From an optimization exercise on the open Yosys and OpenROAD flow, aimed at small area, a short achievable clock period and few clock cycles; shortcuts taken in it are not production practice. The RTL was checked by simulation tests, not by an equivalence proof against the original design. No activity file was given, so power comes from the tool's default toggle rates.

==> flow/design.v, too long to show whole: its modules and the start of the top module <==
// module FullAdder: 4 lines
// module HalfAdder: 4 lines
// module TotalALU: 1109 lines
module TotalALU( clk, dataA, dataB, Signal, control, Output, Busy, reset );
  // ...
==> flow/flow/run.sh <==
#!/bin/bash
# Layout: the standard flow (standard.sh: standard synthesis, floorplan,
# placement, CTS, routing), with two changes:
#  - the port buffers are buf_4 cells rather than the delay cells buffer_ports
#    picks by default (every input and output port still gets a buffer);
#  - repair_timing aims for SETUP_SLACK_MARGIN ns more setup slack than the
#    clock needs, so it shortens the port-to-port paths that set the period.
# The clock, its period and the I/O constraints are the standard flow's, unchanged.
set -euo pipefail
MARGIN=${MARGIN:-12.5}
bash standard.sh "SETUP_SLACK_MARGIN=$MARGIN" \
  "BUFFER_PORTS_ARGS=-buffer_cell sky130_fd_sc_hd__buf_4" finish > standard_flow.log 2>&1
==> flow/standard.sh <==
#!/bin/bash
# synth_recipe.tcl (not shown) runs the flow's synth.tcl, then flattens the netlist and writes it again
# the make line also repeats each setting of config.mk as NAME=value (left out here)
make -C /OpenROAD-flow-scripts/flow DESIGN_CONFIG=/design/flow/config.mk WORK_HOME=/design/flow/orfs CLKGATE_MAP_FILE= SYNTH_SCRIPT=/design/flow/synth_recipe.tcl "${@:-finish}"
==> flow/config.mk <==
export PLATFORM = sky130hd
export DESIGN_NAME = TotalALU
export DESIGN_NICKNAME = TotalALU
export VERILOG_FILES = /design/flow/design.v
export SDC_FILE = /design/flow/constraint.sdc
export NUM_CORES = 4
export LEC_CHECK = 0
export CAP_MARGIN = 20
export CORE_MARGIN = 2
export CORE_UTILIZATION = 40
export SLEW_MARGIN = 20
export SYNTH_HIERARCHICAL = 1
export SYNTH_MINIMUM_KEEP_SIZE = 0
==> flow/constraint.sdc <==
create_clock -name core_clock -period 24.0 [get_ports {clk}]
set_input_delay 4.8000 -clock core_clock [delete_from_list [all_inputs] [get_ports {clk}]]
set_output_delay 4.8000 -clock core_clock [all_outputs]
set_load 0.01 [all_outputs]
==> run summary, run 1 <==
Die X 200 um; clk_skew approximately 0.013 ns; Antenna Nets Post-Route 0; most frequent cells in the layout nor2_1, fa_1, nand2_1; Setup crit end Output[30]; number of global-route vias before repair about 14,000; Crit Path Class input port to output port; CP top delay family compound AO/OA/AOI/OAI gates; sequential share of cell area 10.7%; Yosys Warn Count 7; vias between 10,000 and 15,000; Pins Over Slew Limit 0; number of DRC markers in iteration 0 1,050; max reg flops 64; CTS tree built; run status timing/DRC/antenna clean; clock root buffer clkbuf_16; slowest CP cell fa_2; area grow syn2layout 20.2%; global route hottest layer met2; seq_cells 99; reg-to-reg slack, setup 16.79 ns; Post-synth top flop dfxtp_1; Max Used Layer met5; clock group power 155 uW; main combinational cell family by area after synthesis adder cells
Testbench counts, summed over its fixed seeds: cycles 4,330.
==> run 2: changes to the inputs <==
--- a/flow/flow/run.sh
+++ b/flow/flow/run.sh
@@ -7,6 +7,6 @@
 #    clock needs, so it shortens the port-to-port paths that set the period.
 # The clock, its period and the I/O constraints are the standard flow's, unchanged.
 set -euo pipefail
-MARGIN=${MARGIN:-12.5}
+MARGIN=${MARGIN:-11}
 bash standard.sh "SETUP_SLACK_MARGIN=$MARGIN" \
   "BUFFER_PORTS_ARGS=-buffer_cell sky130_fd_sc_hd__buf_4" finish > standard_flow.log 2>&1
==> run 2 against run 1 <==
Still clean on timing, DRC and antenna. Clock skew is 0.0064 ns lower. Non-clock buffer count is 46 lower. Sequential power is 3% lower. Final cell count is 2.0% lower. Design area is 8.3% lower. Count of clock-buffer cells in the layout is 2 higher. Combinational power is 5% lower. Critical path depth is 1 lower. Worst setup slack worse by 0.47 ns. Synthesized cell count stayed put. Largest power group unchanged.
==> run summary, run 2 <==
Cell Pwr Density 110 nW/um^2 (was 106 nW/um^2); pin count of the biggest net entering global routing 71 (unchanged); CTS Buf Count 9 (unchanged); Wirelength per Cell 22.9 um (was 23.7 um); Tot GR Track Use 26.4% (was 27.6%); Setup Viol. Count Final 0 (unchanged); Initial Util 40.7% (unchanged); # diodes 0 (unchanged); input/output buffers 104 (unchanged); LEAKAGE 8.02 nW (was 8.46 nW); Max Cap Viol 0 (unchanged); max reg flops 64 (unchanged); CP startpoint kind input port (unchanged); Slew HR 26.9% (was 35.0%); DIE HEIGHT 200 um (unchanged); Final Hold Viols 0 (unchanged); HP Class flop to flop (unchanged); first drt pass iteration count 6 (was 9); RR Startpoint cnt[0] (unchanged); number of synthesized flops with an enable pin 0 (unchanged); most frequent cells in the layout nor2_1, fa_1, nand2_1 (unchanged); Netlist cell types 73 (unchanged); crit path max fanout 37 (was 7); Site Rows 71 (unchanged); Clk Latency, worst-skew pair 0.36 ns (about the same); Max clock buf depth 2 (unchanged); RD Place Congestion 0.927 (was 0.922); async set or reset register ratio after synthesis 0% (unchanged); synth top area cells fa_1, dfxtp_1, nor2_1, ha_1, mux2i_1 (unchanged); initial antenna violation count 1 (unchanged); post-synth top area share 28.2% (unchanged); Crit. End Element output port (unchanged); number of DRC markers in iteration 0 883 (was 1,050); number of global-route vias before repair 14,000 (was 14,500); CTS HTree Levels 3 (unchanged); Post-Place Setup Slack 11.02 ns (was 11.03 ns); CTS-repair resized insts 0 (was 108); RSZ-0062 raised after global routing no (was yes); Post-synth top cells nor2_1, fa_1, nand2_1 (unchanged); WHS 0.474 ns (was 0.467 ns); core area 37,800 sq um (unchanged); Slew @ Worst Pin 1.07 ns (was 0.948 ns); clk_skew 0.00661 ns (was 0.0130 ns); Mapped Avg Cell Area 8.81 sq um (unchanged); achievable frequency 78.4 MHz (was 81.4 MHz); reg-to-reg slack, setup 16.83 ns (was 16.79 ns); worst vdd ir 0.0000660 V (was 0.0000696 V); DIE AREA 40,100 sq um (unchanged); CTS tree built (unchanged); final wirelength 52.8 mm (was 55.8 mm); Post-synth top flop dfxtp_1 (unchanged); vias 13,600 (was 14,100); global-route wire length before repair 82.9 mm (was 86.3 mm); final HPWL from detailed placement 40.5 mm (was 40.4 mm); Nets 2,159 (was 2,206); GR Overflow Total 0 (unchanged); WP data required 19.20 ns (about the same); Largest Register P (unchanged); Yosys top cell by area fa_1 (unchanged); Post CTS Setup Buffer Count 0 (was 24); Seq/Total Area, Yosys 12.9% (unchanged); # clock sinks 99 (unchanged); Synth Register Bits 99 (unchanged); biggest regs P (64), A (32), cnt (3) (unchanged); Crit Path Class input port to output port (unchanged); CTS Hold Bufs 0 (unchanged); run status timing/DRC/antenna clean (unchanged); vias per cell 5.92 (was 5.98); clock root buffer clkbuf_16 (unchanged); Ports 108 (unchanged); Gate Count Post-Synth 1,750 (unchanged); hold wc startpoint A[9] (was cnt[0]); most frequent cell after synthesis nor2_1 (unchanged); fin crit share 53.1% (was 51.2%); most common cell after layout, fill and taps aside nor2_1 (unchanged); Synth Cell Area 15,400 sq um (unchanged); Setup TNS Final 0 ns (unchanged); Period minus WS final 12.75 ns (was 12.29 ns); share of cells above drive strength 1 10.9% (was 18.3%); Final Core Density 44.9% (was 49.0%); Arr. time, crit path 7.95 ns (was 7.49 ns); Clock transition at path regs 0.06 ns (was 0.08 ns); area grow syn2layout 10.3% (was 20.2%); Worst Setup SP Signal[1] (unchanged); Pins Over Slew Limit 0 (unchanged); Die X 200 um (unchanged); PnR Total Power 1.87 mW (was 1.96 mW); DRC Markers 0 (unchanged); Antenna Nets Post-Route 0 (unchanged); Yosys Warn Count 7 (unchanged); PnR worst setup slack 11.25 ns (was 11.71 ns); Layout fillers 3,732 (was 3,589)
-- run 2: changes by cell type in the layout (fill, tap and decap cells not counted), moves of 12 or more --
cell | previous run | this run
a21oi_1 | 89 | 101
buf_6 | 18 | 2
buf_4 | 141 | 128
mux2i_4 | 26 | 2
o21ai_0 | 45 | 62
mux2i_1 | 58 | 81
-- run 2: worst paths after layout --
check / to / cells past startpoint
worst max-delay path: Output[0] / 14
worst max register to register: P[56] / 21
worst min register to register: A[9] / 2
worst min-delay path: A[9] / 2
-- run 2: critical path, stage by stage --
cell and delay [ns]:
buf_8 0.29, xor2_1 0.24, inv_1 0.08, fa_1 0.41, nor2b_1 0.17, o31a_1 0.19
o21ai_1 0.11, o2111a_1 0.32, nor2_1 0.21, o21ai_1 0.18, o31ai_1 0.39, nor3b_1 0.23
o21ai_1 0.10, buf_4 0.19
-- run 2: cell type report --
class                   count  area [sq um]  area share (%)
inverters                  58           218            1.28
well taps                 511           639            3.76
clock inverters             5          62.6           0.368
multi-input cells        1487         12900            75.7
repair buffers            131           998            5.88
clock buffers              11           233            1.37
flip-flops and latches     99          1980            11.7
-- run 2: per-layer routing --
| metal | vias up | share of wire, % | global-route usage, % |
|---|---|---|---|
| li1 | 6144 | - | - |
| met1 | 6887 | 43 | 35.6 |
| met2 | 504 | 47 | 43.7 |
| met3 | 89 | 5.5 | 2.15 |
| met4 | 2 | 4.1 | 11.5 |
| met5 | - | 0.030 | 0 |
-- run 2: logic make-up after synthesis --
kind of cell	synth area share [%]
and+or+nand+nor	17.2
buffers and inverters	4.10
DFF	12.9
muxes	9.72
xor gates and xnor gates	4.66
AOI/OAI and AO/OA	15.2
adders and majority gates	36.3
-- run 2: modules after synthesis, one instance, submodules excluded --
module | cell area (sq um) | copies in the design | flops+latches | cells
HalfAdder | 12.5 | 7 | 0 | 1
TotalALU | 11100 | 1 | 99 | 1533
FullAdder | 20.0 | 210 | 0 | 1
-- run 2: per-stage QoR --
step                instance area [sq um]  std cells
global route                        17000       2302
global placement                    16700       2285
finish                              17000       2302
CTS                                 17000       2301
floorplan                           15400       1750
detailed placement                  16700       2285
-- run 2: where the power goes --
group,total [mW],internal [mW],switching [mW]
clock,0.150,0.0816,0.0682
sequential,0.279,0.227,0.0526
combinational,1.44,0.548,0.893
total,1.87,0.856,1.01
==> run 3: changes to the inputs <==
==> flow/flow/run.sh (replaced) <==
#!/bin/bash
# Layout: the standard flow (standard.sh: standard synthesis, floorplan,
# placement, CTS, routing), with two changes:
#  - the port buffers are buf_1 cells (repair_timing upsizes the critical ones) rather than the delay cells buffer_ports
#    picks by default (every input and output port still gets a buffer);
#  - repair_timing aims for SETUP_SLACK_MARGIN ns more setup slack than the
#    clock needs, so it shortens the port-to-port paths that set the period.
# The clock, its period and the I/O constraints are the standard flow's, unchanged.
set -euo pipefail
MARGIN=${MARGIN:-11}
bash standard.sh "SETUP_SLACK_MARGIN=$MARGIN" \
  "BUFFER_PORTS_ARGS=-buffer_cell sky130_fd_sc_hd__buf_1" finish > standard_flow.log 2>&1
==> run 3 against run 2 <==
Highest routed layer is now met4. Core utilization shrank 0.65 points. Final cell count grew 0.26%. Global-route usage shrank 0.54 points. Synthesized cell count is the same. Non-clock buffer count grew 6. Still clean on timing, DRC and antenna. Clock power grew 7%. Maximum frequency shrank 0.51%. Sequential share of layout area grew 0.17 points. Power grew 0.40%. First-iteration DRC count grew 30%. Design area shrank 1.5%.
==> run summary, run 3 <==
Synth Register Bits 99 (unchanged); Layout fillers 3,745 (was 3,732); input/output buffers 104 (unchanged); Synth Cell Area 15,400 sq um (unchanged); pin count of the biggest net entering global routing 71 (unchanged); Cell Pwr Density 112 nW/um^2 (was 110 nW/um^2); CTS HTree Levels 3 (unchanged); Period minus WS final 12.82 ns (was 12.75 ns); Slew HR 22.5% (was 26.9%); Site Rows 71 (unchanged); Gate Count Post-Synth 1,750 (unchanged); Post-synth top flop dfxtp_1 (unchanged); most frequent cell after synthesis nor2_1 (unchanged); Netlist cell types 73 (unchanged); max reg flops 64 (unchanged); most frequent cells in the layout nor2_1, fa_1, nand2_1 (unchanged); CTS tree built (unchanged); synth top area cells fa_1, dfxtp_1, nor2_1, ha_1, mux2i_1 (unchanged); PnR Total Power 1.88 mW (was 1.87 mW); Arr. time, crit path 8.02 ns (was 7.95 ns); Max clock buf depth 2 (unchanged); Setup TNS Final 0 ns (unchanged); Post-synth top cells nor2_1, fa_1, nand2_1 (unchanged); Largest Register P (unchanged); clock root buffer clkbuf_16 (unchanged); WP data required 19.20 ns (about the same); Seq/Total Area, Yosys 12.9% (unchanged); Slew @ Worst Pin 1.13 ns (was 1.07 ns); crit path max fanout 40 (was 37); vias 13,500 (was 13,600); Setup Viol. Count Final 0 (unchanged); Final Hold Viols 0 (unchanged); final HPWL from detailed placement 39.4 mm (was 40.5 mm); Worst Setup SP dataB[1] (was Signal[1]); Crit. End Element output port (unchanged); Yosys Warn Count 7 (unchanged); HP Class flop to flop (unchanged); Clk Latency, worst-skew pair 0.37 ns (was 0.36 ns); fin crit share 53.4% (was 53.1%); initial antenna violation count 1 (unchanged); most common cell after layout, fill and taps aside nor2_1 (unchanged); Max Cap Viol 0 (unchanged); Tot GR Track Use 25.9% (was 26.4%); Post-Place Setup Slack 10.95 ns (was 11.02 ns); Register Area 1980 sq um (unchanged); Wirelength per Cell 22.3 um (was 22.9 um); LEAKAGE 7.70 nW (was 8.02 nW); core area 37,800 sq um (unchanged); post-synth top area share 28.2% (unchanged); multi-input combinational cell area 12,900 sq um (about the same); final wirelength 51.4 mm (was 52.8 mm); RSZ-0062 raised after global routing no (unchanged); achievable frequency 78.0 MHz (was 78.4 MHz); biggest regs P (64), A (32), cnt (3) (unchanged); number of DRC markers in iteration 0 1,145 (was 883); RD Place Congestion 0.904 (was 0.927); clk_skew 0.00745 ns (was 0.00661 ns); worst vdd ir 0.0000599 V (was 0.0000660 V); CTS Buf Count 9 (unchanged); Nets 2,165 (was 2,159); # diodes 0 (unchanged); number of global-route vias before repair 14,000 (about the same); PnR worst setup slack 11.18 ns (was 11.25 ns); vias per cell 5.86 (was 5.92); Clock transition at path regs 0.06 ns (about the same); GR Overflow Total 0 (unchanged); Ports 108 (unchanged); share of cells above drive strength 1 5.95% (was 10.9%); first drt pass iteration count 6 (unchanged); DIE HEIGHT 200 um (unchanged); Crit Path Class input port to output port (unchanged); hold wc startpoint cnt[0] (was A[9]); Die X 200 um (unchanged); area grow syn2layout 8.65% (was 10.3%); Yosys top cell by area fa_1 (unchanged); Initial Util 40.7% (unchanged); run status timing/DRC/antenna clean (unchanged); DIE AREA 40,100 sq um (unchanged); number of synthesized flops with an enable pin 0 (unchanged); async set or reset register ratio after synthesis 0% (unchanged); Final Core Density 44.2% (was 44.9%); Pins Over Slew Limit 0 (unchanged); Antenna Nets Post-Route 0 (unchanged); RR Startpoint cnt[0] (unchanged); # clock sinks 99 (unchanged); Mapped Avg Cell Area 8.81 sq um (unchanged); global-route wire length before repair 81.0 mm (was 82.9 mm); CTS Hold Bufs 0 (unchanged); DRC Markers 0 (unchanged); CP startpoint kind input port (unchanged)
[run 3: logic make-up after synthesis]
kind of cell    count (synthesis)  share of synthesized area (%)
xor+xnor                       82                           4.66
simple gates                  612                           17.2
fa+ha+maj                     321                           36.3
compound gates                354                           15.2
mux                           118                           9.72
flops                          99                           12.9
buf+inv                       164                           4.10
[run 3: stage by stage]
| stage | cells | hold slack [ns] | area, sq um |
|---|---|---|---|
| global route | 2308 | 0.493 | 16700 |
| CTS | 2307 | 0.471 | 16700 |
| detailed placement | 2291 | 0.462 | 16400 |
| floorplan | 1750 | 0.436 | 15400 |
| global placement | 2291 | 0.453 | 16400 |
| finish | 2308 | 0.468 | 16700 |
[run 3: area by class of cell]
| class | count | share of cell area, % |
|---|---|---|
| repair buffers | 137 | 4.07 |
| multi-input cells | 1487 | 77.1 |
| inverters | 58 | 1.30 |
| clock buffers | 10 | 1.37 |
| flip-flops and latches | 99 | 11.8 |
| well taps | 511 | 3.82 |
| clock inverters | 6 | 0.523 |
[run 3: where the power goes]
part	switching, mW	internal, mW
clock	0.0680	0.0916
combinational	0.892	0.545
sequential	0.0533	0.227
total	1.01	0.864
[run 3: Yosys stat by module (local to each module, per instance)]
module / flops+latches / cells
HalfAdder: 0 / 1
TotalALU: 99 / 1533
FullAdder: 0 / 1
[run 3: worst paths after layout]
| path | end | slack, ns | cells after the start |
|---|---|---|---|
| max | Output[0] | 11.18 | 15 |
| min | cnt[0] | 0.47 | 1 |
| max reg2reg | P[51] | 16.72 | 21 |
| min reg2reg | cnt[0] | 0.47 | 1 |
[run 3: worst max-delay path, stage by stage]
cell,delay [ns]
clkbuf_2,0.10
buf_8,0.30
xor2_1,0.24
inv_1,0.08
fa_1,0.40
nor2b_1,0.17
o31a_1,0.22
o21ai_1,0.13
o2111a_1,0.30
nor2_1,0.25
o21ai_1,0.20
o31ai_2,0.34
nor3b_1,0.22
o21ai_1,0.09
buf_1,0.16
[run 3: metal layers]
metal,vias up,share of wire (%),track usage (%)
met4,0,3.8,10.8
met3,110,6.5,2.93
li1,6149,-,-
met2,543,47,42.7
met1,6731,42,34.7
met5,-,0,0
[run 3: timing repair]
item	CTS	global route
gates resized for setup	1	8
setup endpoints to repair	3	5
setup buffers	0	0
==> run 4: changes to the inputs <==
--- a/flow/flow/run.sh
+++ b/flow/flow/run.sh
@@ -9,4 +9,4 @@
 set -euo pipefail
 MARGIN=${MARGIN:-11}
 bash standard.sh "SETUP_SLACK_MARGIN=$MARGIN" \
-  "BUFFER_PORTS_ARGS=-buffer_cell sky130_fd_sc_hd__buf_1" finish > standard_flow.log 2>&1
+  "BUFFER_PORTS_ARGS=-buffer_cell sky130_fd_sc_hd__buf_1" REMOVE_ABC_BUFFERS=1 finish > standard_flow.log 2>&1
==> run 4 against run 3 <==
Maximum frequency decreased by 0.12%. Via count increased by 1.6%. Clock power decreased by 5%. Critical path depth decreased by 5. Sequential cell count unchanged. Clock skew about the same. Power decreased by 1.1%. Design area decreased by 0.19%. First-iteration DRC count increased by 18%. Critical path type unchanged. Highest routed layer unchanged.
==> run summary, run 4 <==
biggest regs P (64), A (32), cnt (3) (unchanged); Max clock buf depth 2 (unchanged); DIE AREA 40,100 sq um (unchanged); Slew HR 25.8% (was 22.5%); pin count of the biggest net entering global routing 71 (unchanged); number of global-route vias before repair 14,000 (about the same); Yosys Warn Count 7 (unchanged); HP Class flop to flop (unchanged); Largest Register P (unchanged); Worst Hold End P[62] (was cnt[0]); Slowest Stage Delay on Critical Path 0.71 ns (was 0.40 ns); Clock transition at path regs 0.07 ns (was 0.06 ns); placed insts 2,292 (was 2,291); Site Rows 71 (unchanged); Logic pwr share 76.9% (was 76.6%); CTS HTree Levels 3 (unchanged); Antenna Nets Post-Route 0 (unchanged); Post CTS Setup Buffer Count 0 (unchanged); Arr. time, crit path 8.04 ns (was 8.02 ns); most frequent cells in the layout nor2_1, fa_1, nand2_1 (unchanged); Die X 200 um (unchanged); Crit Path Class input port to output port (unchanged); clk_skew 0.00731 ns (was 0.00745 ns); achievable frequency 77.9 MHz (was 78.0 MHz); DIE HEIGHT 200 um (unchanged); Slew @ Worst Pin 1.08 ns (was 1.13 ns); vias per cell 5.95 (was 5.86); Ports 108 (unchanged); most frequent cell after synthesis nor2_1 (unchanged); Pins Over Slew Limit 0 (unchanged); GR Overflow Total 0 (unchanged); vias 13,700 (was 13,500); Cell Pwr Density 111 nW/um^2 (was 112 nW/um^2); CTS Buf Count 9 (unchanged); Max Cap Viol 0 (unchanged); Post-synth top flop dfxtp_1 (unchanged); Netlist cell types 73 (unchanged); Final Hold Viols 0 (unchanged); reg-to-reg slack, setup 16.64 ns (was 16.72 ns); first drt pass iteration count 7 (was 6); Seq/Total Area, Yosys 12.9% (unchanged); clock root buffer clkbuf_16 (unchanged); Non-Filler Instances 2,309 (was 2,308); Clk Latency, worst-skew pair 0.37 ns (about the same); RD Place Congestion 0.951 (was 0.904); hold path depth 2 (was 1); post-synth top area share 28.2% (unchanged); Initial Util 40.7% (unchanged); CTS tree built (unchanged); Switching Fraction 54.2% (was 54.0%); Clk network pwr share 8.2% (was 8.5%); async set or reset register ratio after synthesis 0% (unchanged); Layout fillers 3,747 (was 3,745); critical-path cell list clkbuf_2, nor3_1, and4b_1, buf_4, a22oi_1, o21ai_0, a221o_1, a21oi_1, o21ai_1, buf_1 (was clkbuf_2, buf_8, xor2_1, inv_1, fa_1, nor2b_1, o31a_1, o21ai_1, o2111a_1, nor2_1, o21ai_1, o31ai_2, nor3b_1, o21ai_1, buf_1); Gate Count Post-Synth 1,750 (unchanged); worst vdd ir 0.0000657 V (was 0.0000599 V); Setup TNS Final 0 ns (unchanged); sw power 1.01 mW (about the same); run status timing/DRC/antenna clean (unchanged); fin crit share 53.5% (was 53.4%); Wirelength per Cell 22.7 um (was 22.3 um); Mapped Avg Cell Area 8.81 sq um (unchanged); Internal 850 uW (was 864 uW); RR Startpoint cnt[0] (unchanged); Post-synth top cells nor2_1, fa_1, nand2_1 (unchanged); core area 37,800 sq um (unchanged); slowest CP cell clkbuf_2 (was fa_1); most common cell after layout, fill and taps aside nor2_1 (unchanged); final HPWL from detailed placement 39.5 mm (was 39.4 mm); multi-input combinational cell area 12,900 sq um (about the same); Worst Setup SP Signal[0] (was dataB[1]); CP startpoint kind input port (unchanged); initial antenna violation count 0 (was 1); Post-Place Setup Slack 10.68 ns (was 10.95 ns); Register Area 1980 sq um (unchanged); Nets 2,166 (was 2,165); # diodes 0 (unchanged); Period minus WS final 12.84 ns (was 12.82 ns); # clock sinks 99 (unchanged); global-route wire length before repair 81.3 mm (was 81.0 mm); max reg flops 64 (unchanged); hold wc startpoint P[62] (was cnt[0]); share of cells above drive strength 1 6.01% (was 5.95%); Crit. End Element output port (unchanged); final wirelength 52.4 mm (was 51.4 mm); number of synthesized flops with an enable pin 0 (unchanged); Reg power frac 14.9% (about the same); PnR worst setup slack 11.16 ns (was 11.18 ns); area grow syn2layout 8.43% (was 8.65%); number of DRC markers in iteration 0 1,348 (was 1,145); WP data required 19.20 ns (about the same); crit path max fanout 43 (was 40); synth top area cells fa_1, dfxtp_1, nor2_1, ha_1, mux2i_1 (unchanged); Synth Cell Area 15,400 sq um (unchanged); Synth Register Bits 99 (unchanged); Yosys top cell by area fa_1 (unchanged); Tot GR Track Use 26.0% (was 25.9%); RR Endpoint P[56] (was P[51]); input/output buffers 104 (unchanged); Setup Viol. Count Final 0 (unchanged); DRC Markers 0 (unchanged); RSZ-0062 raised after global routing no (unchanged); worst reg2reg path depth 21 (unchanged); LEAKAGE 7.69 nW (was 7.70 nW)
run 4: logic make-up (layout without fill, tap and decap cells):
logic type               after synthesis  in the layout  synth area share (%)
AO/OA/AOI/OAI                        354            354                  15.2
adder cells (fa/ha/maj)              321            321                  36.3
AND/OR/NAND/NOR                      612            612                  17.2
XOR/XNOR                              82             82                  4.66
flip-flops                            99             99                  12.9
multiplexers                         118            118                  9.72
buffers and inverters                164            212                  4.10
run 4: stage by stage:
| step | utilization, % | total power, mW | area (sq um) | hold slack, ns |
|---|---|---|---|---|
| 6_report | 44.2 | 1.86 | 16700 | 0.473 |
| 2_1_floorplan | - | 1.27 | 15000 | 0.434 |
| 3_3_place_gp | 43.2 | 1.67 | 16300 | 0.455 |
| 5_1_grt | 44.2 | 2.03 | 16700 | 0.490 |
| 4_1_cts | 44.1 | 1.86 | 16700 | 0.473 |
| 3_5_place_dp | 43.2 | 1.70 | 16300 | 0.462 |
run 4: per-layer routing:
metal | vias to the layer above | share of wire [%] | global-route usage [%]
met2 | 606 | 47 | 43.2
li1 | 6147 | - | -
met5 | - | 0 | 0
met3 | 93 | 6.7 | 2.54
met4 | 0 | 4.0 | 10.6
met1 | 6902 | 42 | 35.0
run 4: Yosys stat by module, one instance, submodules excluded:
module	area, sq um	flip-flops and latches
TotalALU	11100	99
FullAdder	20.0	0
HalfAdder	12.5	0
run 4: final cells by class:
class                      instances  area share, %
multi-input combinational       1487           77.0
clock buffer                       9           1.35
clock inverter                     7          0.457
inverter                          58           1.30
tap                              511           3.83
timing repair buffer             138           4.16
sequential                        99           11.9
run 4: repair_timing:
item | in CTS | in global routing
gates cloned | 0 | 0
endpoints found under the setup margin | 5 | 5
hold buffers | 0 | 0
pin swaps | 0 | 1
resized for setup | 5 | 3
run 4: worst max-delay path, delay by kind of cell:
kind / cells / cell delay [ns]
buffers and inverters: 3 / 1.13
and+or+nand+nor: 2 / 0.42
AOI/OAI and AO/OA: 5 / 1.65
run 4: power by group through the flow:
stage | sequential [mW] | combinational [mW] | clock (mW)
floorplan | 0.254 | 1.01 | 0
global route | 0.281 | 1.59 | 0.160
finish | 0.278 | 1.43 | 0.152
CTS | 0.276 | 1.43 | 0.155
detailed placement | 0.279 | 1.42 | 0
global placement | 0.278 | 1.40 | 0
run 4: worst max path at each step:
| stage | to | slack (ns) | cells after the start |
|---|---|---|---|
| after floorplan | P[56] | 11.94 | 19 |
| final | Output[0] | 11.16 | 10 |
| after global routing | Output[28] | 11.03 | 14 |
| after global placement | Output[0] | 10.75 | 14 |
| after detailed placement | Output[0] | 10.68 | 14 |
| after CTS | Output[0] | 11.02 | 15 |

==> what the ideal ports hide <==
No port has a modelled driver above. Below, the same layouts with a new extraction and two added sets of constraints. Step 1 sets driving cells, clkbuf_16 on the clock port and buf_2 on the other inputs (assumed; they add their load-dependent delay and slew). Step 2 times the ports against the registers' clock, not the clock port: input delays grow and output delays shrink by t, the midpoint of the rising clock arrivals with the driver on. a / b / c = ideal ports / drivers / drivers and shift; a / b = the first two.
run | t (ns) | setup WS [ns] | latest minus earliest clock arrival (ns)
run 1 | 0.401 | 11.712 / 11.421 / 11.421 | 0.013 / 0.013
run 2 | 0.403 | 11.246 / 11.194 / 11.194 | 0.007 / 0.007
run 3 | 0.405 | 11.181 / 11.145 / 11.145 | 0.009 / 0.009
run 4 | 0.409 | 11.165 / 11.141 / 11.141 | 0.007 / 0.008
After both steps setup and hold are still met in every run listed. For run 1, which loses most, drivers alone change the setup slack by -0.291 ns; drivers and shift together by -0.291 ns.
